Background: an optimization exercise with open tools, aiming at small area, a short achievable clock period and few clock cycles per item. Do not read the settings as production practice.
In this exercise RTL edits were held to simulation tests only and were not proved equivalent to the original.
Power figures rest on the tool's default switching activity, not on a simulated workload.

===== design/flow/design.v =====
module net_4_8_12_16_16_1_10(clk, reset, input_valid, input_ready, input_data, output_valid, output_ready, output_data);
   localparam N = 4;
   localparam M1 = 8;
   localparam M2 = 12;
   localparam M3 = 16;
   localparam T = 16;
   localparam R = 1;
   localparam B = 10;
   input                    clk, reset, input_valid, output_ready;
   input  signed [T-1:0]    input_data;
   output                   output_valid, input_ready;
   output signed [T-1:0]    output_data;
   logic                    output_valid_l1;
   logic  signed [T-1:0]    output_data_l1;
   logic                    input_ready_l2, output_valid_l2, output_ready_l2;
   logic  signed [T-1:0]    output_data_l2;
   logic                    input_ready_l3;
   l1_fc_8_4_16_1_2 l1(.clk(clk), .reset(reset), .input_valid(input_valid), .input_ready(input_ready), .input_data(input_data),
                       .output_valid(output_valid_l1), .output_ready(input_ready_l2), .output_data(output_data_l1));
   l2_fc_12_8_16_1_4 l2(.clk(clk), .reset(reset), .input_valid(output_valid_l1), .input_ready(input_ready_l2), .input_data(output_data_l1),
                       .output_valid(output_valid_l2), .output_ready(input_ready_l3), .output_data(output_data_l2));
   l3_fc_16_12_16_1_4 l3(.clk(clk), .reset(reset), .input_valid(output_valid_l2), .input_ready(input_ready_l3), .input_data(output_data_l2),
                      .output_valid(output_valid), .output_ready(output_ready), .output_data(output_data));
endmodule
module l1_fc_8_4_16_1_2(clk, reset, input_valid, input_ready, input_data, output_valid, output_ready, output_data);
    localparam              WIDTH = 16;
    localparam              W_M = 8;
    localparam              W_N = 4;
    localparam              P = 2;
    localparam              R = 1;
    localparam              LOGSIZE_X = $clog2(W_N);
    localparam              LOGSIZE_W = $clog2(W_M/P * W_N);
    localparam              NUM_OUTPUT = $clog2(P);
    input                           clk, reset, input_valid, output_ready;
    input  signed [WIDTH-1:0]       input_data;
    output signed [WIDTH-1:0]       output_data;
    output                          output_valid, input_ready;
    logic                           clk, reset, wr_en_x, clear_acc, en_acc;
    logic [LOGSIZE_X-1:0]           addr_x;
    logic [LOGSIZE_W-1:0]           addr_w;
    logic [NUM_OUTPUT:0]            out_addr;
    logic [1:0]                     delay_ctrl;
    l1_fc_8_4_16_1_2_datapath #(WIDTH, W_M, W_N, P, R) dp( 
                            .in_data(input_data), .clk(clk), .reset(reset), .clear_acc(clear_acc), .en_acc(en_acc), 
                            .addr_x(addr_x), .wr_en_x(wr_en_x), .addr_w(addr_w),
                            .out_addr(out_addr), .delay_ctrl(delay_ctrl),
                            .out_data(output_data));
    l1_fc_8_4_16_1_2_control #(WIDTH, W_M, W_N, P) ctrl(
                            .clk(clk), .reset(reset), .in_valid(input_valid), .out_ready(output_ready),
                            .addr_x(addr_x), .wr_en_x(wr_en_x), .addr_w(addr_w),
                            .clear_acc(clear_acc), .en_acc(en_acc), .in_ready(input_ready),
                            .out_valid(output_valid), .out_addr(out_addr),
                            .delay_ctrl(delay_ctrl));
endmodule
module l1_fc_8_4_16_1_2_datapath(in_data, clk, reset, 
                addr_x, wr_en_x, addr_w,
                clear_acc, en_acc, out_data, out_addr, delay_ctrl);
    parameter                           WIDTH = 20, W_M = 5, W_N = 4, P = 1, R = 1;
    localparam                          X_SIZE = W_N;
    localparam                          LOGSIZE_X=$clog2(W_N);
    localparam                          LOGSIZE_W=$clog2(W_M/P * W_N);
    localparam                          NUM_PER_ROM = W_M/P * W_N;
    localparam                          NUM_OUTPUT = $clog2(P);
    input                               clk, reset, clear_acc, en_acc;
    input signed    [WIDTH-1:0]         in_data;
    input                               wr_en_x;
    input           [LOGSIZE_X-1:0]     addr_x;
    input           [LOGSIZE_W-1:0]     addr_w;
    input           [NUM_OUTPUT:0]      out_addr;
    input           [1:0]               delay_ctrl;
    output signed   [WIDTH-1:0]         out_data;
    logic                               acc_clr;
    logic signed    [WIDTH-1:0]         w_in0;
    logic signed    [WIDTH-1:0]         w_in1;
    logic signed    [WIDTH-1:0]         x_in;
    logic signed    [WIDTH-1:0]         mac_out0;
    logic signed    [WIDTH-1:0]         mac_out1;
    logic                               mac_out_valid0;
    logic                               mac_out_valid1;
    logic signed    [P:0][WIDTH-1:0]     out_v;
    logic signed    [WIDTH-1:0]          out;
    memory #(WIDTH, X_SIZE) l1_fc_8_4_16_1_2_vector(.clk(clk), .data_in(in_data), .addr(addr_x), .wr_en(wr_en_x), .data_out(x_in));
    l1_fc_8_4_16_1_2_W_rom0 l1_fc_8_4_16_1_2_w0(.clk(clk), .addr(addr_w), .z(w_in0));
    l1_fc_8_4_16_1_2_W_rom1 l1_fc_8_4_16_1_2_w1(.clk(clk), .addr(addr_w), .z(w_in1));
    mac #(WIDTH) l1_fc_8_4_16_1_2_mc0(.clk(clk), .reset(acc_clr), .a(w_in0), .b(x_in), .valid_in(en_acc), .f(mac_out0), .valid_out(mac_out_valid0));
    mac #(WIDTH) l1_fc_8_4_16_1_2_mc1(.clk(clk), .reset(acc_clr), .a(w_in1), .b(x_in), .valid_in(en_acc), .f(mac_out1), .valid_out(mac_out_valid1));
    always_comb begin
        acc_clr = reset || clear_acc;
    end
    always_ff @(posedge clk) begin
        if(delay_ctrl == 2)begin
            if (R==0)begin
                out_v[0] <= mac_out0;
                out_v[1] <= mac_out1;
            end
            else begin
                if (mac_out0 > 0)
                    out_v[0] <= mac_out0;
                else
                    out_v[0] <= 0;
                if (mac_out1 > 0)
                    out_v[1] <= mac_out1;
                else
                    out_v[1] <= 0;
            end
        end
        else
            out_v <= out_v;
        end
        always_comb begin
            case(out_addr)
                0: out = out_v[0];
                1: out = out_v[1];
                default: out = 0;
            endcase
        end
        assign out_data = out;
endmodule
module l1_fc_8_4_16_1_2_control(clk, reset, in_valid, out_ready,
               addr_x, wr_en_x, addr_w, 
               clear_acc, en_acc, in_ready, out_valid, out_addr, delay_ctrl);
    parameter                     WIDTH = 20, W_M = 5, W_N = 4, P = 1;
    localparam                    X_SIZE = W_N;
    localparam                    LOGSIZE_X=$clog2(W_N);
    localparam                    LOGSIZE_W=$clog2(W_M/P * W_N);
    localparam                    NUM_ACC=W_N;
    localparam                    LOG_NUM_ACC = $clog2(W_N);
    localparam                    NUM_OUTPUT = W_M;
    localparam                    LOG_NUM_OUTPUT = $clog2(W_M);
    localparam                    NUM_ITER = P;
    localparam                    LOG_NUM_ITER = $clog2(P);
    input                                   clk, reset, in_valid, out_ready;
    output                                  wr_en_x;
    output                                  clear_acc;
    output logic                            en_acc;
    output logic [LOGSIZE_X-1:0]            addr_x;
    output logic [LOGSIZE_W-1:0]            addr_w;
    output                                  in_ready, out_valid;
    output       [LOG_NUM_ITER:0]           out_addr;
    output logic [1:0]                      delay_ctrl;
    logic        [2:0]                      state, next_state;
    logic        [LOG_NUM_ACC:0]            acc_count;
    logic        [LOG_NUM_OUTPUT:0]         output_count;
    logic        [LOGSIZE_W+1:0]            addr_count_w; 
    logic        [LOGSIZE_X+1:0]            addr_count_x;
    logic                                   last_valid;
    logic        [LOG_NUM_ITER+1:0]         iter_count;
    always_ff @(posedge clk) begin
        if(reset)
            state <= 0;
        else
            state <= next_state;
    end
    always_comb begin
        next_state = state;
        if(state == 0) begin
            if(in_valid == 1)begin
                next_state = 2;
            end 
            else
                next_state = 0;
        end
        else if(state == 2) begin
            if (addr_count_x < X_SIZE)
                next_state = 2;
            else if (delay_ctrl == 2 && output_count < W_M)
                next_state = 2;
            else
                next_state = 3;
        end
        else if (state == 3) begin
            if(last_valid == 0) 
                next_state = 3;
            else if (output_count < W_M-P)
                next_state = 4;
            else
                next_state = 0;
        end
        else if (state == 4) begin
            if(delay_ctrl == 2 && iter_count < P)
               next_state = 4;
            else
               next_state = 3;
        end
    end
    assign clear_acc = ((state == 2 && output_count >= W_M) ||(state == 4 && iter_count >= P) || reset == 1)? 1 : 0;
    assign in_ready = (state == 2 && addr_count_x < X_SIZE)? 1 : 0; 
    assign wr_en_x = (state == 2) && (in_valid == 1) && (addr_count_x < X_SIZE)? 1 : 0;
    assign out_valid = ( last_valid == 1 && (((state == 2 || state == 0) && output_count < W_M) || (state == 4 && iter_count < P)))? 1 : 0;
    assign out_addr = iter_count;
    always_ff @(posedge clk)begin
        if(state == 0) begin
            addr_x <= 0;
            addr_count_x <= 0;
        end 
        else if (state == 2 && addr_count_x >= X_SIZE && output_count >= W_M)begin
                addr_x <= 0;
                addr_count_x <= 0;
        end
        else if (state == 2 && delay_ctrl < 2 && addr_count_x >= X_SIZE)begin
                addr_x <= 0;
                addr_count_x <= 0;
        end
        else if (state == 4 && iter_count >= P)begin
                addr_x <= 0;
                addr_count_x <= 0;
        end
        else if ((state == 2 && in_valid == 1 && addr_count_x < X_SIZE)|| (state == 3 && acc_count < NUM_ACC)) begin
            addr_x <= addr_x + 1;
            addr_count_x <= addr_count_x + 1;
        end else begin
            addr_x <= addr_x;
            addr_count_x <= addr_count_x;
        end
    end
    always_ff @(posedge clk)begin
        if(state == 0 || state == 2) begin
            addr_w <= 0;
            addr_count_w <= 0;
        end 
        else if (state == 3 && acc_count < NUM_ACC) begin
            addr_w <= addr_w + 1;
            addr_count_w <= addr_count_w + 1;
        end
        else begin
            addr_w <= addr_w;
            addr_count_w <= addr_count_w;
        end
    end
    always_ff @(posedge clk)begin
        if(state == 0 | state == 4)
            acc_count <= 0;
        else if(state == 3 && acc_count < NUM_ACC)
            acc_count <= acc_count + 1;
        else
            acc_count <= acc_count;
    end
    always_ff @(posedge clk)begin
        if(reset == 1 || (state == 2 && addr_count_x >= X_SIZE && output_count >= W_M))
            output_count <= 0;
        else if(out_ready == 1 && out_valid == 1 && (((state == 2 || state == 0) && output_count < W_M) || (state == 4 && iter_count < P)))
            output_count <= output_count + 1;
        else
            output_count <= output_count;
    end
    always_ff @(posedge clk) begin
        if(state == 3 && acc_count < NUM_ACC )
            en_acc <= 1;
        else
            en_acc <= 0;
    end
    always_ff @(posedge clk)begin
       if(reset == 1 | state == 3)
         iter_count <= 0;
       else if ((state == 4 || state == 2 || state == 0) && out_ready == 1 && out_valid == 1 && iter_count < P)
         iter_count <= iter_count + 1;
       else
         iter_count <= iter_count;
    end
    always_ff @(posedge clk) begin
        if(reset == 1 || en_acc == 1 || ((state == 4 || state ==3) && iter_count >= P))
            delay_ctrl <= 0;
        else if (state == 3 && delay_ctrl < 2)
            delay_ctrl <= delay_ctrl + 1;
        else
            delay_ctrl <= delay_ctrl;
    end
    always_ff @(posedge clk) begin
        if(delay_ctrl == 2 && (((state == 4||state == 3) && iter_count < P) || ((state == 2 || state == 0) && output_count < W_M))) 
            last_valid <= 1;
        else
            last_valid <= 0;
    end
endmodule
module l1_fc_8_4_16_1_2_W_rom0(clk, addr, z);
   input clk;
   input [3:0] addr;
   output logic signed [15:0] z;
   always_ff @(posedge clk) begin
      case(addr)
        0: z <= 16'd7;
        1: z <= 16'd1;
        2: z <= -16'd4;
        3: z <= -16'd5;
        4: z <= 16'd0;
        5: z <= -16'd3;
        6: z <= 16'd2;
        7: z <= 16'd2;
        8: z <= -16'd1;
        9: z <= 16'd1;
        10: z <= -16'd7;
        11: z <= 16'd5;
        12: z <= 16'd7;
        13: z <= -16'd4;
        14: z <= 16'd2;
        15: z <= 16'd3;
      endcase
   end
endmodule
module l1_fc_8_4_16_1_2_W_rom1(clk, addr, z);
   input clk;
   input [3:0] addr;
   output logic signed [15:0] z;
   always_ff @(posedge clk) begin
      case(addr)
        0: z <= 16'd1;
        1: z <= 16'd7;
        2: z <= 16'd2;
        3: z <= -16'd1;
        4: z <= -16'd6;
        5: z <= 16'd6;
        6: z <= -16'd6;
        7: z <= -16'd2;
        8: z <= -16'd1;
        9: z <= -16'd2;
        10: z <= 16'd0;
        11: z <= -16'd4;
        12: z <= -16'd2;
        13: z <= -16'd4;
        14: z <= 16'd7;
        15: z <= -16'd3;
      endcase
   end
endmodule
module l2_fc_12_8_16_1_4(clk, reset, input_valid, input_ready, input_data, output_valid, output_ready, output_data);
    localparam              WIDTH = 16;
    localparam              W_M = 12;
    localparam              W_N = 8;
    localparam              P = 4;
    localparam              R = 1;
    localparam              LOGSIZE_X = $clog2(W_N);
    localparam              LOGSIZE_W = $clog2(W_M/P * W_N);
    localparam              NUM_OUTPUT = $clog2(P);
    input                           clk, reset, input_valid, output_ready;
    input  signed [WIDTH-1:0]       input_data;
    output signed [WIDTH-1:0]       output_data;
    output                          output_valid, input_ready;
    logic                           clk, reset, wr_en_x, clear_acc, en_acc;
    logic [LOGSIZE_X-1:0]           addr_x;
    logic [LOGSIZE_W-1:0]           addr_w;
    logic [NUM_OUTPUT:0]            out_addr;
    logic [1:0]                     delay_ctrl;
    l2_fc_12_8_16_1_4_datapath #(WIDTH, W_M, W_N, P, R) dp( 
                            .in_data(input_data), .clk(clk), .reset(reset), .clear_acc(clear_acc), .en_acc(en_acc), 
                            .addr_x(addr_x), .wr_en_x(wr_en_x), .addr_w(addr_w),
                            .out_addr(out_addr), .delay_ctrl(delay_ctrl),
                            .out_data(output_data));
    l2_fc_12_8_16_1_4_control #(WIDTH, W_M, W_N, P) ctrl(
                            .clk(clk), .reset(reset), .in_valid(input_valid), .out_ready(output_ready),
                            .addr_x(addr_x), .wr_en_x(wr_en_x), .addr_w(addr_w),
                            .clear_acc(clear_acc), .en_acc(en_acc), .in_ready(input_ready),
                            .out_valid(output_valid), .out_addr(out_addr),
                            .delay_ctrl(delay_ctrl));
endmodule
module l2_fc_12_8_16_1_4_datapath(in_data, clk, reset, 
                addr_x, wr_en_x, addr_w,
                clear_acc, en_acc, out_data, out_addr, delay_ctrl);
    parameter                           WIDTH = 20, W_M = 5, W_N = 4, P = 1, R = 1;
    localparam                          X_SIZE = W_N;
    localparam                          LOGSIZE_X=$clog2(W_N);
    localparam                          LOGSIZE_W=$clog2(W_M/P * W_N);
    localparam                          NUM_PER_ROM = W_M/P * W_N;
    localparam                          NUM_OUTPUT = $clog2(P);
    input                               clk, reset, clear_acc, en_acc;
    input signed    [WIDTH-1:0]         in_data;
    input                               wr_en_x;
    input           [LOGSIZE_X-1:0]     addr_x;
    input           [LOGSIZE_W-1:0]     addr_w;
    input           [NUM_OUTPUT:0]      out_addr;
    input           [1:0]               delay_ctrl;
    output signed   [WIDTH-1:0]         out_data;
    logic                               acc_clr;
    logic signed    [WIDTH-1:0]         w_in0;
    logic signed    [WIDTH-1:0]         w_in1;
    logic signed    [WIDTH-1:0]         w_in2;
    logic signed    [WIDTH-1:0]         w_in3;
    logic signed    [WIDTH-1:0]         x_in;
    logic signed    [WIDTH-1:0]         mac_out0;
    logic signed    [WIDTH-1:0]         mac_out1;
    logic signed    [WIDTH-1:0]         mac_out2;
    logic signed    [WIDTH-1:0]         mac_out3;
    logic                               mac_out_valid0;
    logic                               mac_out_valid1;
    logic                               mac_out_valid2;
    logic                               mac_out_valid3;
    logic signed    [P:0][WIDTH-1:0]     out_v;
    logic signed    [WIDTH-1:0]          out;
    memory #(WIDTH, X_SIZE) l2_fc_12_8_16_1_4_vector(.clk(clk), .data_in(in_data), .addr(addr_x), .wr_en(wr_en_x), .data_out(x_in));
    l2_fc_12_8_16_1_4_W_rom0 l2_fc_12_8_16_1_4_w0(.clk(clk), .addr(addr_w), .z(w_in0));
    l2_fc_12_8_16_1_4_W_rom1 l2_fc_12_8_16_1_4_w1(.clk(clk), .addr(addr_w), .z(w_in1));
    l2_fc_12_8_16_1_4_W_rom2 l2_fc_12_8_16_1_4_w2(.clk(clk), .addr(addr_w), .z(w_in2));
    l2_fc_12_8_16_1_4_W_rom3 l2_fc_12_8_16_1_4_w3(.clk(clk), .addr(addr_w), .z(w_in3));
    mac #(WIDTH) l2_fc_12_8_16_1_4_mc0(.clk(clk), .reset(acc_clr), .a(w_in0), .b(x_in), .valid_in(en_acc), .f(mac_out0), .valid_out(mac_out_valid0));
    mac #(WIDTH) l2_fc_12_8_16_1_4_mc1(.clk(clk), .reset(acc_clr), .a(w_in1), .b(x_in), .valid_in(en_acc), .f(mac_out1), .valid_out(mac_out_valid1));
    mac #(WIDTH) l2_fc_12_8_16_1_4_mc2(.clk(clk), .reset(acc_clr), .a(w_in2), .b(x_in), .valid_in(en_acc), .f(mac_out2), .valid_out(mac_out_valid2));
    mac #(WIDTH) l2_fc_12_8_16_1_4_mc3(.clk(clk), .reset(acc_clr), .a(w_in3), .b(x_in), .valid_in(en_acc), .f(mac_out3), .valid_out(mac_out_valid3));
    always_comb begin
        acc_clr = reset || clear_acc;
    end
    always_ff @(posedge clk) begin
        if(delay_ctrl == 2)begin
            if (R==0)begin
                out_v[0] <= mac_out0;
                out_v[1] <= mac_out1;
                out_v[2] <= mac_out2;
                out_v[3] <= mac_out3;
            end
            else begin
                if (mac_out0 > 0)
                    out_v[0] <= mac_out0;
                else
                    out_v[0] <= 0;
                if (mac_out1 > 0)
                    out_v[1] <= mac_out1;
                else
                    out_v[1] <= 0;
                if (mac_out2 > 0)
                    out_v[2] <= mac_out2;
                else
                    out_v[2] <= 0;
                if (mac_out3 > 0)
                    out_v[3] <= mac_out3;
                else
                    out_v[3] <= 0;
            end
        end
        else
            out_v <= out_v;
        end
        always_comb begin
            case(out_addr)
                0: out = out_v[0];
                1: out = out_v[1];
                2: out = out_v[2];
                3: out = out_v[3];
                default: out = 0;
            endcase
        end
        assign out_data = out;
endmodule
module l2_fc_12_8_16_1_4_control(clk, reset, in_valid, out_ready,
               addr_x, wr_en_x, addr_w, 
               clear_acc, en_acc, in_ready, out_valid, out_addr, delay_ctrl);
    parameter                     WIDTH = 20, W_M = 5, W_N = 4, P = 1;
    localparam                    X_SIZE = W_N;
    localparam                    LOGSIZE_X=$clog2(W_N);
    localparam                    LOGSIZE_W=$clog2(W_M/P * W_N);
    localparam                    NUM_ACC=W_N;
    localparam                    LOG_NUM_ACC = $clog2(W_N);
    localparam                    NUM_OUTPUT = W_M;
    localparam                    LOG_NUM_OUTPUT = $clog2(W_M);
    localparam                    NUM_ITER = P;
    localparam                    LOG_NUM_ITER = $clog2(P);
    input                                   clk, reset, in_valid, out_ready;
    output                                  wr_en_x;
    output                                  clear_acc;
    output logic                            en_acc;
    output logic [LOGSIZE_X-1:0]            addr_x;
    output logic [LOGSIZE_W-1:0]            addr_w;
    output                                  in_ready, out_valid;
    output       [LOG_NUM_ITER:0]           out_addr;
    output logic [1:0]                      delay_ctrl;
    logic        [2:0]                      state, next_state;
    logic        [LOG_NUM_ACC:0]            acc_count;
    logic        [LOG_NUM_OUTPUT:0]         output_count;
    logic        [LOGSIZE_W+1:0]            addr_count_w; 
    logic        [LOGSIZE_X+1:0]            addr_count_x;
    logic                                   last_valid;
    logic        [LOG_NUM_ITER+1:0]         iter_count;
    always_ff @(posedge clk) begin
        if(reset)
            state <= 0;
        else
            state <= next_state;
    end
    always_comb begin
        next_state = state;
        if(state == 0) begin
            if(in_valid == 1)begin
                next_state = 2;
            end 
            else
                next_state = 0;
        end
        else if(state == 2) begin
            if (addr_count_x < X_SIZE)
                next_state = 2;
            else if (delay_ctrl == 2 && output_count < W_M)
                next_state = 2;
            else
                next_state = 3;
        end
        else if (state == 3) begin
            if(last_valid == 0) 
                next_state = 3;
            else if (output_count < W_M-P)
                next_state = 4;
            else
                next_state = 0;
        end
        else if (state == 4) begin
            if(delay_ctrl == 2 && iter_count < P)
               next_state = 4;
            else
               next_state = 3;
        end
    end
    assign clear_acc = ((state == 2 && output_count >= W_M) ||(state == 4 && iter_count >= P) || reset == 1)? 1 : 0;
    assign in_ready = (state == 2 && addr_count_x < X_SIZE)? 1 : 0; 
    assign wr_en_x = (state == 2) && (in_valid == 1) && (addr_count_x < X_SIZE)? 1 : 0;
    assign out_valid = ( last_valid == 1 && (((state == 2 || state == 0) && output_count < W_M) || (state == 4 && iter_count < P)))? 1 : 0;
    assign out_addr = iter_count;
    always_ff @(posedge clk)begin
        if(state == 0) begin
            addr_x <= 0;
            addr_count_x <= 0;
        end 
        else if (state == 2 && addr_count_x >= X_SIZE && output_count >= W_M)begin
                addr_x <= 0;
                addr_count_x <= 0;
        end
        else if (state == 2 && delay_ctrl < 2 && addr_count_x >= X_SIZE)begin
                addr_x <= 0;
                addr_count_x <= 0;
        end
        else if (state == 4 && iter_count >= P)begin
                addr_x <= 0;
                addr_count_x <= 0;
        end
        else if ((state == 2 && in_valid == 1 && addr_count_x < X_SIZE)|| (state == 3 && acc_count < NUM_ACC)) begin
            addr_x <= addr_x + 1;
            addr_count_x <= addr_count_x + 1;
        end else begin
            addr_x <= addr_x;
            addr_count_x <= addr_count_x;
        end
    end
    always_ff @(posedge clk)begin
        if(state == 0 || state == 2) begin
            addr_w <= 0;
            addr_count_w <= 0;
        end 
        else if (state == 3 && acc_count < NUM_ACC) begin
            addr_w <= addr_w + 1;
            addr_count_w <= addr_count_w + 1;
        end
        else begin
            addr_w <= addr_w;
            addr_count_w <= addr_count_w;
        end
    end
    always_ff @(posedge clk)begin
        if(state == 0 | state == 4)
            acc_count <= 0;
        else if(state == 3 && acc_count < NUM_ACC)
            acc_count <= acc_count + 1;
        else
            acc_count <= acc_count;
    end
    always_ff @(posedge clk)begin
        if(reset == 1 || (state == 2 && addr_count_x >= X_SIZE && output_count >= W_M))
            output_count <= 0;
        else if(out_ready == 1 && out_valid == 1 && (((state == 2 || state == 0) && output_count < W_M) || (state == 4 && iter_count < P)))
            output_count <= output_count + 1;
        else
            output_count <= output_count;
    end
    always_ff @(posedge clk) begin
        if(state == 3 && acc_count < NUM_ACC )
            en_acc <= 1;
        else
            en_acc <= 0;
    end
    always_ff @(posedge clk)begin
       if(reset == 1 | state == 3)
         iter_count <= 0;
       else if ((state == 4 || state == 2 || state == 0) && out_ready == 1 && out_valid == 1 && iter_count < P)
         iter_count <= iter_count + 1;
       else
         iter_count <= iter_count;
    end
    always_ff @(posedge clk) begin
        if(reset == 1 || en_acc == 1 || ((state == 4 || state ==3) && iter_count >= P))
            delay_ctrl <= 0;
        else if (state == 3 && delay_ctrl < 2)
            delay_ctrl <= delay_ctrl + 1;
        else
            delay_ctrl <= delay_ctrl;
    end
    always_ff @(posedge clk) begin
        if(delay_ctrl == 2 && (((state == 4||state == 3) && iter_count < P) || ((state == 2 || state == 0) && output_count < W_M))) 
            last_valid <= 1;
        else
            last_valid <= 0;
    end
endmodule
module l2_fc_12_8_16_1_4_W_rom0(clk, addr, z);
   input clk;
   input [4:0] addr;
   output logic signed [15:0] z;
   always_ff @(posedge clk) begin
      case(addr)
        0: z <= 16'd5;
        1: z <= -16'd5;
        2: z <= 16'd0;
        3: z <= -16'd1;
        4: z <= -16'd5;
        5: z <= -16'd6;
        6: z <= 16'd6;
        7: z <= 16'd3;
        8: z <= -16'd3;
        9: z <= 16'd4;
        10: z <= 16'd6;
        11: z <= 16'd0;
        12: z <= 16'd6;
        13: z <= 16'd5;
        14: z <= -16'd4;
        15: z <= -16'd2;
        16: z <= 16'd7;
        17: z <= 16'd2;
        18: z <= -16'd2;
        19: z <= 16'd6;
        20: z <= -16'd1;
        21: z <= 16'd2;
        22: z <= -16'd4;
        23: z <= 16'd5;
      endcase
   end
endmodule
module l2_fc_12_8_16_1_4_W_rom1(clk, addr, z);
   input clk;
   input [4:0] addr;
   output logic signed [15:0] z;
   always_ff @(posedge clk) begin
      case(addr)
        0: z <= 16'd0;
        1: z <= 16'd1;
        2: z <= -16'd3;
        3: z <= 16'd2;
        4: z <= -16'd1;
        5: z <= -16'd1;
        6: z <= -16'd7;
        7: z <= 16'd6;
        8: z <= -16'd2;
        9: z <= 16'd1;
        10: z <= -16'd7;
        11: z <= 16'd5;
        12: z <= -16'd7;
        13: z <= -16'd6;
        14: z <= 16'd3;
        15: z <= -16'd7;
        16: z <= -16'd4;
        17: z <= -16'd3;
        18: z <= 16'd2;
        19: z <= -16'd3;
        20: z <= -16'd1;
        21: z <= -16'd2;
        22: z <= -16'd2;
        23: z <= 16'd3;
      endcase
   end
endmodule
module l2_fc_12_8_16_1_4_W_rom2(clk, addr, z);
   input clk;
   input [4:0] addr;
   output logic signed [15:0] z;
   always_ff @(posedge clk) begin
      case(addr)
        0: z <= -16'd8;
        1: z <= -16'd6;
        2: z <= 16'd3;
        3: z <= -16'd1;
        4: z <= 16'd0;
        5: z <= -16'd5;
        6: z <= 16'd3;
        7: z <= -16'd1;
        8: z <= -16'd4;
        9: z <= -16'd1;
        10: z <= 16'd1;
        11: z <= 16'd4;
        12: z <= 16'd2;
        13: z <= -16'd4;
        14: z <= -16'd4;
        15: z <= -16'd6;
        16: z <= 16'd5;
        17: z <= 16'd7;
        18: z <= 16'd0;
        19: z <= -16'd1;
        20: z <= -16'd4;
        21: z <= 16'd4;
        22: z <= 16'd1;
        23: z <= 16'd6;
      endcase
   end
endmodule
module l2_fc_12_8_16_1_4_W_rom3(clk, addr, z);
   input clk;
   input [4:0] addr;
   output logic signed [15:0] z;
   always_ff @(posedge clk) begin
      case(addr)
        0: z <= -16'd1;
        1: z <= -16'd2;
        2: z <= -16'd6;
        3: z <= 16'd6;
        4: z <= 16'd2;
        5: z <= -16'd6;
        6: z <= -16'd5;
        7: z <= -16'd1;
        8: z <= 16'd2;
        9: z <= -16'd2;
        10: z <= -16'd8;
        11: z <= -16'd4;
        12: z <= 16'd0;
        13: z <= -16'd5;
        14: z <= 16'd4;
        15: z <= 16'd6;
        16: z <= -16'd6;
        17: z <= 16'd1;
        18: z <= -16'd5;
        19: z <= 16'd3;
        20: z <= 16'd5;
        21: z <= 16'd7;
        22: z <= 16'd1;
        23: z <= 16'd4;
      endcase
   end
endmodule
module l3_fc_16_12_16_1_4(clk, reset, input_valid, input_ready, input_data, output_valid, output_ready, output_data);
    localparam              WIDTH = 16;
    localparam              W_M = 16;
    localparam              W_N = 12;
    localparam              P = 4;
    localparam              R = 1;
    localparam              LOGSIZE_X = $clog2(W_N);
    localparam              LOGSIZE_W = $clog2(W_M/P * W_N);
    localparam              NUM_OUTPUT = $clog2(P);
    input                           clk, reset, input_valid, output_ready;
    input  signed [WIDTH-1:0]       input_data;
    output signed [WIDTH-1:0]       output_data;
    output                          output_valid, input_ready;
    logic                           clk, reset, wr_en_x, clear_acc, en_acc;
    logic [LOGSIZE_X-1:0]           addr_x;
    logic [LOGSIZE_W-1:0]           addr_w;
    logic [NUM_OUTPUT:0]            out_addr;
    logic [1:0]                     delay_ctrl;
    l3_fc_16_12_16_1_4_datapath #(WIDTH, W_M, W_N, P, R) dp( 
                            .in_data(input_data), .clk(clk), .reset(reset), .clear_acc(clear_acc), .en_acc(en_acc), 
                            .addr_x(addr_x), .wr_en_x(wr_en_x), .addr_w(addr_w),
                            .out_addr(out_addr), .delay_ctrl(delay_ctrl),
                            .out_data(output_data));
    l3_fc_16_12_16_1_4_control #(WIDTH, W_M, W_N, P) ctrl(
                            .clk(clk), .reset(reset), .in_valid(input_valid), .out_ready(output_ready),
                            .addr_x(addr_x), .wr_en_x(wr_en_x), .addr_w(addr_w),
                            .clear_acc(clear_acc), .en_acc(en_acc), .in_ready(input_ready),
                            .out_valid(output_valid), .out_addr(out_addr),
                            .delay_ctrl(delay_ctrl));
endmodule
module l3_fc_16_12_16_1_4_datapath(in_data, clk, reset, 
                addr_x, wr_en_x, addr_w,
                clear_acc, en_acc, out_data, out_addr, delay_ctrl);
    parameter                           WIDTH = 20, W_M = 5, W_N = 4, P = 1, R = 1;
    localparam                          X_SIZE = W_N;
    localparam                          LOGSIZE_X=$clog2(W_N);
    localparam                          LOGSIZE_W=$clog2(W_M/P * W_N);
    localparam                          NUM_PER_ROM = W_M/P * W_N;
    localparam                          NUM_OUTPUT = $clog2(P);
    input                               clk, reset, clear_acc, en_acc;
    input signed    [WIDTH-1:0]         in_data;
    input                               wr_en_x;
    input           [LOGSIZE_X-1:0]     addr_x;
    input           [LOGSIZE_W-1:0]     addr_w;
    input           [NUM_OUTPUT:0]      out_addr;
    input           [1:0]               delay_ctrl;
    output signed   [WIDTH-1:0]         out_data;
    logic                               acc_clr;
    logic signed    [WIDTH-1:0]         w_in0;
    logic signed    [WIDTH-1:0]         w_in1;
    logic signed    [WIDTH-1:0]         w_in2;
    logic signed    [WIDTH-1:0]         w_in3;
    logic signed    [WIDTH-1:0]         x_in;
    logic signed    [WIDTH-1:0]         mac_out0;
    logic signed    [WIDTH-1:0]         mac_out1;
    logic signed    [WIDTH-1:0]         mac_out2;
    logic signed    [WIDTH-1:0]         mac_out3;
    logic                               mac_out_valid0;
    logic                               mac_out_valid1;
    logic                               mac_out_valid2;
    logic                               mac_out_valid3;
    logic signed    [P:0][WIDTH-1:0]     out_v;
    logic signed    [WIDTH-1:0]          out;
    memory #(WIDTH, X_SIZE) l3_fc_16_12_16_1_4_vector(.clk(clk), .data_in(in_data), .addr(addr_x), .wr_en(wr_en_x), .data_out(x_in));
    l3_fc_16_12_16_1_4_W_rom0 l3_fc_16_12_16_1_4_w0(.clk(clk), .addr(addr_w), .z(w_in0));
    l3_fc_16_12_16_1_4_W_rom1 l3_fc_16_12_16_1_4_w1(.clk(clk), .addr(addr_w), .z(w_in1));
    l3_fc_16_12_16_1_4_W_rom2 l3_fc_16_12_16_1_4_w2(.clk(clk), .addr(addr_w), .z(w_in2));
    l3_fc_16_12_16_1_4_W_rom3 l3_fc_16_12_16_1_4_w3(.clk(clk), .addr(addr_w), .z(w_in3));
    mac #(WIDTH) l3_fc_16_12_16_1_4_mc0(.clk(clk), .reset(acc_clr), .a(w_in0), .b(x_in), .valid_in(en_acc), .f(mac_out0), .valid_out(mac_out_valid0));
    mac #(WIDTH) l3_fc_16_12_16_1_4_mc1(.clk(clk), .reset(acc_clr), .a(w_in1), .b(x_in), .valid_in(en_acc), .f(mac_out1), .valid_out(mac_out_valid1));
    mac #(WIDTH) l3_fc_16_12_16_1_4_mc2(.clk(clk), .reset(acc_clr), .a(w_in2), .b(x_in), .valid_in(en_acc), .f(mac_out2), .valid_out(mac_out_valid2));
    mac #(WIDTH) l3_fc_16_12_16_1_4_mc3(.clk(clk), .reset(acc_clr), .a(w_in3), .b(x_in), .valid_in(en_acc), .f(mac_out3), .valid_out(mac_out_valid3));
    always_comb begin
        acc_clr = reset || clear_acc;
    end
    always_ff @(posedge clk) begin
        if(delay_ctrl == 2)begin
            if (R==0)begin
                out_v[0] <= mac_out0;
                out_v[1] <= mac_out1;
                out_v[2] <= mac_out2;
                out_v[3] <= mac_out3;
            end
            else begin
                if (mac_out0 > 0)
                    out_v[0] <= mac_out0;
                else
                    out_v[0] <= 0;
                if (mac_out1 > 0)
                    out_v[1] <= mac_out1;
                else
                    out_v[1] <= 0;
                if (mac_out2 > 0)
                    out_v[2] <= mac_out2;
                else
                    out_v[2] <= 0;
                if (mac_out3 > 0)
                    out_v[3] <= mac_out3;
                else
                    out_v[3] <= 0;
            end
        end
        else
            out_v <= out_v;
        end
        always_comb begin
            case(out_addr)
                0: out = out_v[0];
                1: out = out_v[1];
                2: out = out_v[2];
                3: out = out_v[3];
                default: out = 0;
            endcase
        end
        assign out_data = out;
endmodule
module l3_fc_16_12_16_1_4_control(clk, reset, in_valid, out_ready,
               addr_x, wr_en_x, addr_w, 
               clear_acc, en_acc, in_ready, out_valid, out_addr, delay_ctrl);
    parameter                     WIDTH = 20, W_M = 5, W_N = 4, P = 1;
    localparam                    X_SIZE = W_N;
    localparam                    LOGSIZE_X=$clog2(W_N);
    localparam                    LOGSIZE_W=$clog2(W_M/P * W_N);
    localparam                    NUM_ACC=W_N;
    localparam                    LOG_NUM_ACC = $clog2(W_N);
    localparam                    NUM_OUTPUT = W_M;
    localparam                    LOG_NUM_OUTPUT = $clog2(W_M);
    localparam                    NUM_ITER = P;
    localparam                    LOG_NUM_ITER = $clog2(P);
    input                                   clk, reset, in_valid, out_ready;
    output                                  wr_en_x;
    output                                  clear_acc;
    output logic                            en_acc;
    output logic [LOGSIZE_X-1:0]            addr_x;
    output logic [LOGSIZE_W-1:0]            addr_w;
    output                                  in_ready, out_valid;
    output       [LOG_NUM_ITER:0]           out_addr;
    output logic [1:0]                      delay_ctrl;
    logic        [2:0]                      state, next_state;
    logic        [LOG_NUM_ACC:0]            acc_count;
    logic        [LOG_NUM_OUTPUT:0]         output_count;
    logic        [LOGSIZE_W+1:0]            addr_count_w; 
    logic        [LOGSIZE_X+1:0]            addr_count_x;
    logic                                   last_valid;
    logic        [LOG_NUM_ITER+1:0]         iter_count;
    always_ff @(posedge clk) begin
        if(reset)
            state <= 0;
        else
            state <= next_state;
    end
    always_comb begin
        next_state = state;
        if(state == 0) begin
            if(in_valid == 1)begin
                next_state = 2;
            end 
            else
                next_state = 0;
        end
        else if(state == 2) begin
            if (addr_count_x < X_SIZE)
                next_state = 2;
            else if (delay_ctrl == 2 && output_count < W_M)
                next_state = 2;
            else
                next_state = 3;
        end
        else if (state == 3) begin
            if(last_valid == 0) 
                next_state = 3;
            else if (output_count < W_M-P)
                next_state = 4;
            else
                next_state = 0;
        end
        else if (state == 4) begin
            if(delay_ctrl == 2 && iter_count < P)
               next_state = 4;
            else
               next_state = 3;
        end
    end
    assign clear_acc = ((state == 2 && output_count >= W_M) ||(state == 4 && iter_count >= P) || reset == 1)? 1 : 0;
    assign in_ready = (state == 2 && addr_count_x < X_SIZE)? 1 : 0; 
    assign wr_en_x = (state == 2) && (in_valid == 1) && (addr_count_x < X_SIZE)? 1 : 0;
    assign out_valid = ( last_valid == 1 && (((state == 2 || state == 0) && output_count < W_M) || (state == 4 && iter_count < P)))? 1 : 0;
    assign out_addr = iter_count;
    always_ff @(posedge clk)begin
        if(state == 0) begin
            addr_x <= 0;
            addr_count_x <= 0;
        end 
        else if (state == 2 && addr_count_x >= X_SIZE && output_count >= W_M)begin
                addr_x <= 0;
                addr_count_x <= 0;
        end
        else if (state == 2 && delay_ctrl < 2 && addr_count_x >= X_SIZE)begin
                addr_x <= 0;
                addr_count_x <= 0;
        end
        else if (state == 4 && iter_count >= P)begin
                addr_x <= 0;
                addr_count_x <= 0;
        end
        else if ((state == 2 && in_valid == 1 && addr_count_x < X_SIZE)|| (state == 3 && acc_count < NUM_ACC)) begin
            addr_x <= addr_x + 1;
            addr_count_x <= addr_count_x + 1;
        end else begin
            addr_x <= addr_x;
            addr_count_x <= addr_count_x;
        end
    end
    always_ff @(posedge clk)begin
        if(state == 0 || state == 2) begin
            addr_w <= 0;
            addr_count_w <= 0;
        end 
        else if (state == 3 && acc_count < NUM_ACC) begin
            addr_w <= addr_w + 1;
            addr_count_w <= addr_count_w + 1;
        end
        else begin
            addr_w <= addr_w;
            addr_count_w <= addr_count_w;
        end
    end
    always_ff @(posedge clk)begin
        if(state == 0 | state == 4)
            acc_count <= 0;
        else if(state == 3 && acc_count < NUM_ACC)
            acc_count <= acc_count + 1;
        else
            acc_count <= acc_count;
    end
    always_ff @(posedge clk)begin
        if(reset == 1 || (state == 2 && addr_count_x >= X_SIZE && output_count >= W_M))
            output_count <= 0;
        else if(out_ready == 1 && out_valid == 1 && (((state == 2 || state == 0) && output_count < W_M) || (state == 4 && iter_count < P)))
            output_count <= output_count + 1;
        else
            output_count <= output_count;
    end
    always_ff @(posedge clk) begin
        if(state == 3 && acc_count < NUM_ACC )
            en_acc <= 1;
        else
            en_acc <= 0;
    end
    always_ff @(posedge clk)begin
       if(reset == 1 | state == 3)
         iter_count <= 0;
       else if ((state == 4 || state == 2 || state == 0) && out_ready == 1 && out_valid == 1 && iter_count < P)
         iter_count <= iter_count + 1;
       else
         iter_count <= iter_count;
    end
    always_ff @(posedge clk) begin
        if(reset == 1 || en_acc == 1 || ((state == 4 || state ==3) && iter_count >= P))
            delay_ctrl <= 0;
        else if (state == 3 && delay_ctrl < 2)
            delay_ctrl <= delay_ctrl + 1;
        else
            delay_ctrl <= delay_ctrl;
    end
    always_ff @(posedge clk) begin
        if(delay_ctrl == 2 && (((state == 4||state == 3) && iter_count < P) || ((state == 2 || state == 0) && output_count < W_M))) 
            last_valid <= 1;
        else
            last_valid <= 0;
    end
endmodule
module l3_fc_16_12_16_1_4_W_rom0(clk, addr, z);
   input clk;
   input [5:0] addr;
   output logic signed [15:0] z;
   always_ff @(posedge clk) begin
      case(addr)
        0: z <= 16'd1;
        1: z <= 16'd7;
        2: z <= 16'd2;
        3: z <= -16'd7;
        4: z <= 16'd2;
        5: z <= 16'd7;
        6: z <= 16'd6;
        7: z <= 16'd6;
        8: z <= -16'd4;
        9: z <= 16'd1;
        10: z <= -16'd5;
        11: z <= 16'd4;
        12: z <= -16'd7;
        13: z <= 16'd6;
        14: z <= 16'd4;
        15: z <= 16'd4;
        16: z <= 16'd3;
        17: z <= -16'd1;
        18: z <= 16'd2;
        19: z <= -16'd7;
        20: z <= -16'd2;
        21: z <= -16'd5;
        22: z <= -16'd3;
        23: z <= -16'd5;
        24: z <= -16'd1;
        25: z <= 16'd5;
        26: z <= 16'd6;
        27: z <= -16'd8;
        28: z <= 16'd1;
        29: z <= -16'd3;
        30: z <= 16'd1;
        31: z <= -16'd7;
        32: z <= -16'd2;
        33: z <= -16'd8;
        34: z <= -16'd8;
        35: z <= 16'd1;
        36: z <= -16'd8;
        37: z <= 16'd5;
        38: z <= -16'd1;
        39: z <= -16'd1;
        40: z <= -16'd3;
        41: z <= -16'd2;
        42: z <= 16'd4;
        43: z <= 16'd5;
        44: z <= 16'd7;
        45: z <= -16'd3;
        46: z <= 16'd4;
        47: z <= 16'd6;
      endcase
   end
endmodule
module l3_fc_16_12_16_1_4_W_rom1(clk, addr, z);
   input clk;
   input [5:0] addr;
   output logic signed [15:0] z;
   always_ff @(posedge clk) begin
      case(addr)
        0: z <= 16'd7;
        1: z <= 16'd1;
        2: z <= -16'd1;
        3: z <= 16'd4;
        4: z <= 16'd1;
        5: z <= 16'd7;
        6: z <= -16'd5;
        7: z <= 16'd5;
        8: z <= 16'd3;
        9: z <= 16'd5;
        10: z <= 16'd3;
        11: z <= 16'd6;
        12: z <= -16'd3;
        13: z <= -16'd3;
        14: z <= 16'd2;
        15: z <= -16'd1;
        16: z <= 16'd7;
        17: z <= -16'd6;
        18: z <= -16'd6;
        19: z <= 16'd1;
        20: z <= 16'd1;
        21: z <= 16'd4;
        22: z <= -16'd1;
        23: z <= 16'd0;
        24: z <= -16'd7;
        25: z <= 16'd5;
        26: z <= 16'd4;
        27: z <= -16'd7;
        28: z <= -16'd1;
        29: z <= 16'd4;
        30: z <= 16'd3;
        31: z <= 16'd0;
        32: z <= -16'd1;
        33: z <= -16'd1;
        34: z <= 16'd7;
        35: z <= -16'd3;
        36: z <= 16'd0;
        37: z <= -16'd8;
        38: z <= -16'd4;
        39: z <= 16'd0;
        40: z <= -16'd6;
        41: z <= 16'd2;
        42: z <= -16'd7;
        43: z <= 16'd2;
        44: z <= 16'd2;
        45: z <= 16'd3;
        46: z <= 16'd1;
        47: z <= 16'd1;
      endcase
   end
endmodule
module l3_fc_16_12_16_1_4_W_rom2(clk, addr, z);
   input clk;
   input [5:0] addr;
   output logic signed [15:0] z;
   always_ff @(posedge clk) begin
      case(addr)
        0: z <= -16'd2;
        1: z <= 16'd6;
        2: z <= 16'd1;
        3: z <= -16'd5;
        4: z <= 16'd5;
        5: z <= -16'd6;
        6: z <= -16'd8;
        7: z <= -16'd1;
        8: z <= -16'd7;
        9: z <= 16'd2;
        10: z <= 16'd0;
        11: z <= 16'd3;
        12: z <= 16'd0;
        13: z <= -16'd7;
        14: z <= -16'd1;
        15: z <= 16'd6;
        16: z <= -16'd6;
        17: z <= -16'd7;
        18: z <= 16'd5;
        19: z <= -16'd5;
        20: z <= 16'd7;
        21: z <= 16'd1;
        22: z <= -16'd8;
        23: z <= 16'd2;
        24: z <= 16'd0;
        25: z <= 16'd1;
        26: z <= 16'd0;
        27: z <= 16'd6;
        28: z <= 16'd6;
        29: z <= -16'd5;
        30: z <= -16'd4;
        31: z <= -16'd2;
        32: z <= -16'd8;
        33: z <= -16'd6;
        34: z <= -16'd2;
        35: z <= 16'd1;
        36: z <= -16'd2;
        37: z <= -16'd8;
        38: z <= 16'd2;
        39: z <= 16'd6;
        40: z <= -16'd4;
        41: z <= 16'd4;
        42: z <= 16'd5;
        43: z <= -16'd3;
        44: z <= 16'd2;
        45: z <= -16'd4;
        46: z <= 16'd4;
        47: z <= 16'd7;
      endcase
   end
endmodule
module l3_fc_16_12_16_1_4_W_rom3(clk, addr, z);
   input clk;
   input [5:0] addr;
   output logic signed [15:0] z;
   always_ff @(posedge clk) begin
      case(addr)
        0: z <= 16'd1;
        1: z <= -16'd2;
        2: z <= 16'd1;
        3: z <= 16'd6;
        4: z <= 16'd7;
        5: z <= 16'd4;
        6: z <= 16'd2;
        7: z <= 16'd6;
        8: z <= -16'd2;
        9: z <= -16'd7;
        10: z <= 16'd2;
        11: z <= 16'd7;
        12: z <= -16'd7;
        13: z <= 16'd2;
        14: z <= 16'd4;
        15: z <= -16'd1;
        16: z <= 16'd6;
        17: z <= -16'd7;
        18: z <= 16'd2;
        19: z <= -16'd5;
        20: z <= -16'd2;
        21: z <= -16'd3;
        22: z <= 16'd2;
        23: z <= -16'd3;
        24: z <= 16'd0;
        25: z <= 16'd7;
        26: z <= 16'd2;
        27: z <= 16'd6;
        28: z <= 16'd7;
        29: z <= 16'd2;
        30: z <= -16'd1;
        31: z <= -16'd7;
        32: z <= 16'd0;
        33: z <= -16'd4;
        34: z <= -16'd6;
        35: z <= 16'd7;
        36: z <= 16'd2;
        37: z <= 16'd1;
        38: z <= 16'd4;
        39: z <= 16'd1;
        40: z <= 16'd6;
        41: z <= 16'd0;
        42: z <= -16'd1;
        43: z <= -16'd2;
        44: z <= 16'd0;
        45: z <= 16'd3;
        46: z <= 16'd6;
        47: z <= 16'd3;
      endcase
   end
endmodule
module memory(clk, data_in, data_out, addr, wr_en);
    parameter                   WIDTH=16, SIZE=64;
    localparam                  LOGSIZE=$clog2(SIZE);
    input [WIDTH-1:0]           data_in;
    output logic [WIDTH-1:0]    data_out;
    input [LOGSIZE-1:0]         addr;
    input                       clk, wr_en;
    logic [SIZE-1:0][WIDTH-1:0] mem;
    always_ff @(posedge clk) begin
        data_out <= mem[addr];
        if (wr_en)
            mem[addr] <= data_in;
    end
endmodule
module mac(clk, reset, a, b, valid_in, f, valid_out);
    parameter                           WIDTH = 16;
    localparam                          MAX = 32767;
    localparam                          MIN = -32768;
    input                               clk, reset, valid_in;
    input signed [WIDTH - 1:0]          a, b;
    output logic signed [WIDTH - 1:0]   f;
    output                              valid_out;
    logic signed [WIDTH - 1:0]          a_r, b_r;
    logic signed [WIDTH*2 - 1:0]        product;
    logic signed [WIDTH-1:0]            acc;
    logic [2:0]                         shift_delay;
    logic signed [WIDTH-1:0]            product_sat;
    always_ff @(posedge clk) begin
          if(reset)
            shift_delay <= 0;
          else
            shift_delay <= {shift_delay[2:0], valid_in};
    end
    assign valid_out = shift_delay[2];
    always_comb begin
        if(shift_delay[1]==1)
            acc = f + product_sat;
        else
            acc = 0;
    end
    always_comb begin
        product = a_r*b_r;
    end
    always_ff @(posedge clk) begin
        if (product > MAX)
            product_sat <= MAX;
        else if (product < MIN)
            product_sat <= MIN;
        else
            product_sat <= product[WIDTH-1:0];
    end
    always_ff @(posedge clk)begin
        if(reset) begin
            a_r <= 0;
            b_r <= 0;
        end
        else if(valid_in)begin
            a_r <= a;
            b_r <= b;
        end
        else begin
            a_r <= a_r;
            b_r <= b_r;
        end
    end
    always_ff @ (posedge clk) begin
        if(reset)
            f <= 0;
		else if(shift_delay[1]==1)begin
		      if(f[WIDTH-1]==0 & product_sat[WIDTH-1]==0 & acc[WIDTH-1]==1)    
	              f <= MAX;
		      else if (f[WIDTH-1]==1 & product_sat[WIDTH-1]==1 & acc[WIDTH-1]==0)  
			      f <= MIN;
		      else
		   	      f <= acc;
        end
        else
            f <= f;
    end
endmodule

===== design/flow/run.sh =====
#!/bin/bash
# synth_recipe.tcl (not shown) runs the flow's synth.tcl, then flattens the netlist and writes it again
# the make line also repeats each setting of config.mk as NAME=value (left out here)
make -C /OpenROAD-flow-scripts/flow DESIGN_CONFIG=/design/flow/config.mk WORK_HOME=/design/flow/orfs CLKGATE_MAP_FILE= SYNTH_SCRIPT=/design/flow/synth_recipe.tcl finish

===== design/flow/config.mk =====
export PLATFORM = sky130hd
export DESIGN_NAME = net_4_8_12_16_16_1_10
export DESIGN_NICKNAME = net_4_8_12_16_16_1_10
export VERILOG_FILES = /design/flow/design.v
export SDC_FILE = /design/flow/constraint.sdc
export NUM_CORES = 4
export LEC_CHECK = 0
export CAP_MARGIN = 20
export CORE_MARGIN = 2
export CORE_UTILIZATION = 40
export SLEW_MARGIN = 20

===== design/flow/constraint.sdc =====
create_clock -name core_clock -period 8.0 [get_ports {clk}]
set_input_delay 1.6000 -clock core_clock [delete_from_list [all_inputs] [get_ports {clk}]]
set_output_delay 1.6000 -clock core_clock [all_outputs]
set_load 0.01 [all_outputs]

==> summary.md <==
| Metric | Value |
|---|---|
| Initial core utilization | 40.2% |
| CP Data Required Time | 8.72 ns |
| Worst slew margin | 23.5% |
| Wire per inst | 17.3 µm |
| Clock skew | 0.0467 ns |
| Hold_sp | l1.dp.l1_fc_8_4_16_1_2_mc0.shift_delay[0] |
| Synthesized cell area | 103000 µm² |
| CTS tree | yes |
| Final nets | 12700 |
| RSZ-0062 raised after global routing | no |
| Count of port buffers added during placement | 37 |
| Yosys warns | 20 |
| Post-synth top cells | inv_1 (1906), fa_1 (1080), ha_1 (898), nand2_1 (810), nor2_1 (662) |
| Worst Path Max Fanout | 15 |
| Tightest Pin Transition | 1.15 ns |
| Post-route DRC | 0 |
| Critical path capture point type | flip-flop |
| Largest net degree at the start of global routing | 83 |
| Share of synthesized registers carrying an async set or reset | 0% |
| Critical Path Start Type | flip-flop |
| Worst min path class | flip-flop to flip-flop |
| Post-route clock period utilization | 94.6% |
| Global-route wire length before repair | 407000 µm |
| Count leader, synth | inv_1 |
| Dpl hpwl | 191000 µm |
| Vert. Die Dim | 512 µm |
| Clk Latency, worst-skew pair | 0.81 ns |
| TritonCTS Buffers | 133 |
| Yosys top cell by area | fa_1 |
| Clock tree buffer depth | 3 |
| GPL Wtd Cong | 0.887 |
| Clock Sinks | 1143 |
| Post-Syn Area per Cell | 9.57 µm² |
| CP startpoint | l3.dp.l3_fc_16_12_16_1_4_mc2.a_r[14] |
| Tmin final | 7.57 ns |
| Total GRT Usage | 18.9% |
| Maxcap violations | 0 |
| PD cells | 125 nW/µm² |
| Overflow after GRT | 0 |
| Reg2Reg Depth | 22 |
| Row cnt | 186 |
| Core area | 257000 µm² |
| LEAKAGE | 0.0533 µW |
| Synth cell types | 105 |
| Status | complete, no violations |
| Critical path class | flip-flop to flip-flop |
| DR iter-0 viols | 4441 |
| Post-synth EDFFs | 576 |
| Pre-antenna DRT Iters | 5 |
| Worst R2R End | l3.dp.l3_fc_16_12_16_1_4_mc2.product_sat[5] |
| Vias in the first global route | 76800 |
| Cells on Worst Hold Path | 1 |
| Initial antenna violation count | 1 |
| Drt total wl | 246000 µm |
| R2R setup slack | 0.43 ns |
| Via/cell ratio | 5.18 |
| Top_reg_cell synth | edfxtp_1 |
| Final Max Slew Viols | 0 |
| Area Growth Syn to Fin | 8.77% |
| IO Pins | 38 |
| Hold path endpoint | l1.dp.l1_fc_8_4_16_1_2_mc0.shift_delay[1] |
| DIE AREA | 263000 µm² |
| Top cell type's share of synthesized area | 20.9% |
| Peak supply drop | 0.000210 V |
| FMAX | 132 MHz |
| H-tree depth | 4 |
| TNS Setup | 0 ns |
| Total number of vias | 73600 |
| Seq/Total Area, Yosys | 27.7% |
| Post-route ant nets | 0 |
| Layout Utilization | 43.8% |
| Share of layout cells above drive strength 1 | 5.70% |
| Top cells by area, synth | fa_1 (21%), edfxtp_1 (17%), dfxtp_1 (11%), ha_1 (11%), inv_1 (6.9%) |
| CTS root buf | clkbuf_16 |
| Worst R2R Start | l3.dp.l3_fc_16_12_16_1_4_mc2.a_r[14] |
| Synth Register Bits | 1143 |
| Clk pin slew, worst setup/hold paths | 0.06 ns |
| Arrival time at the worst endpoint | 8.29 ns |
| # fillers | 24600 |
| Hold Fails Final Rpt | 0 |
| # setup viols final | 0 |
| Cells after synthesis | 10800 |
| Die width | 512 µm |
layout by cell type, fill, tap and decap left out, types with 36 or more instances in the layout:
master           count
nor2_1             651
a22o_1             153
fa_1              1080
o22ai_1             44
nand2_1            808
mux2i_1            135
o21bai_1            85
xor2_1             138
nor4_1              51
nand2b_1            84
and3_1              36
o21ai_0            561
xnor2_1            219
nor2b_1            161
clkbuf_16          135
clkbuf_1            38
clkdlybuf4s50_1     36
a211oi_1            43
nand4_1             41
edfxtp_1           576
ha_1               896
inv_1             1901
dfxtp_1            556
nand3_1            101
nor3_1             105
mux4_2              96
a21o_1             180
a22oi_1             57
and2_1             429
a31oi_1             39
o21a_1              55
buf_4              161
a21oi_1            565
worst max-delay path, cell delays in order, from the launching register on:
cell and delay [ns]:
dfxtp_1 0.41, nand2_1 0.16, fa_1 0.63, fa_1 0.62, inv_1 0.18, fa_1 0.65
inv_1 0.12, fa_1 0.61, fa_1 0.48, fa_1 0.51, inv_1 0.04, ha_1 0.33
and4_1 0.19, and2_1 0.19, a31o_2 0.25, a21oi_1 0.17, a21boi_0 0.43, mux2i_1 0.23
nand4_1 0.10, or4b_1 0.57, o31ai_4 0.29, buf_12 0.18, a31o_2 0.16
cell type report:
class	count	area [µm²]	area share, %
antenna	2	5.00	0.00445
clock buffer	182	3640	3.24
clock inverter	66	920	0.818
inverter	1909	7180	6.39
multi-input combinational	7329	66100	58.8
sequential	1143	28700	25.5
tap	3384	4230	3.77
timing repair buffer	203	1700	1.51
report_power, final:
part           internal, µW  switching [µW]  total [µW]  leakage (µW)
clock network          3650            2690        6340       0.00219
logic                   517             739        1260        0.0412
registers              6280             143        6430       0.00999
total                 10500            3570       14000        0.0533
registers in the layout, summed over array words and instances, names as in the netlist, 32 cells and up:
name	flops
l3.dp.l3_fc_16_12_16_1_4_vector.mem	192
l2.dp.l2_fc_12_8_16_1_4_vector.mem	128
l1.dp.l1_fc_8_4_16_1_2_vector.mem	64
l2.dp.out_v	64
l3.dp.out_v	64
l1.dp.out_v	32
stage by stage:
stage	cell area [µm²]	setup WS [ns]	std cells	hold slack, ns	power, µW
detailed placement	108000	0.257	14000	0.416	7800
floorplan	103000	0.475	10800	0.406	7410
global placement	108000	0.457	14000	0.410	7760
global route	112000	0.000809	14200	0.448	14600
CTS	112000	0.212	14200	0.421	14200
finish	112000	0.430	14200	0.416	14000
worst max-delay path by stage:
stage,to,slack (ns),cells after the start
floorplan,l2.ctrl.iter_count[0],0.47,8
global placement,l1.dp.l1_fc_8_4_16_1_2_mc1.product_sat[5],0.46,24
detailed placement,l3.dp.l3_fc_16_12_16_1_4_mc2.product_sat[5],0.26,21
CTS,l3.dp.l3_fc_16_12_16_1_4_mc2.product_sat[11],0.21,21
global route,l3.dp.l3_fc_16_12_16_1_4_mc2.product_sat[5],0.0008,22
finish,l3.dp.l3_fc_16_12_16_1_4_mc2.product_sat[5],0.43,22
cell families (layout without fill, tap and decap cells):
kind of cell / count (synthesis) / in the layout / synth area share (%)
xor+xnor: 357 / 357 / 3.02
buf+inv: 2334 / 2360 / 8.51
compound gates: 2122 / 2122 / 13.2
fa+ha+maj: 1978 / 1978 / 31.8
simple gates: 2619 / 2619 / 12.2
other cells: 1 / 12 / 0.00363
mux: 243 / 243 / 3.53
flops: 1143 / 1143 / 27.7
repair_timing:
item	in CTS	in global routing
gates resized for setup	0	13
hold buffers	0	0
setup buffers	0	14
setup endpoints to repair	0	88
per-layer routing:
metal  routed length (µm)  track usage, %
met1               108000            24.1
met2               123000            33.4
met3                 8840            2.14
met4                 6910            5.50
met5                    0               0
Testbench counts, summed over its fixed seeds: cycles 120,576, items 960.

[what the ideal ports hide]
How much do the figures lean on ideal ports? The routed layout below was timed once more, with nothing changed but the port constraints. Step 1 sets driving cells, clkbuf_16 on the clock port and buf_2 on the other inputs (assumed; they add their load-dependent delay and slew). Step 2 also shifts input and output timing later by t, the mid clock arrival at the registers, as if the neighbouring blocks saw the same clock. a / b / c = ideal / step 1 / step 2; a / b = the first two.
shift t [ns]: 0.888
slack for setup (ns): 0.430 / 0.430 / 0.430
worst data-port slew with drivers (ns): 0.10
pins driven straight from the clock port: 1
After both steps setup and hold are still met in this run. For this run, drivers alone change the setup slack by 0.000 ns; drivers and shift together by 0.000 ns.
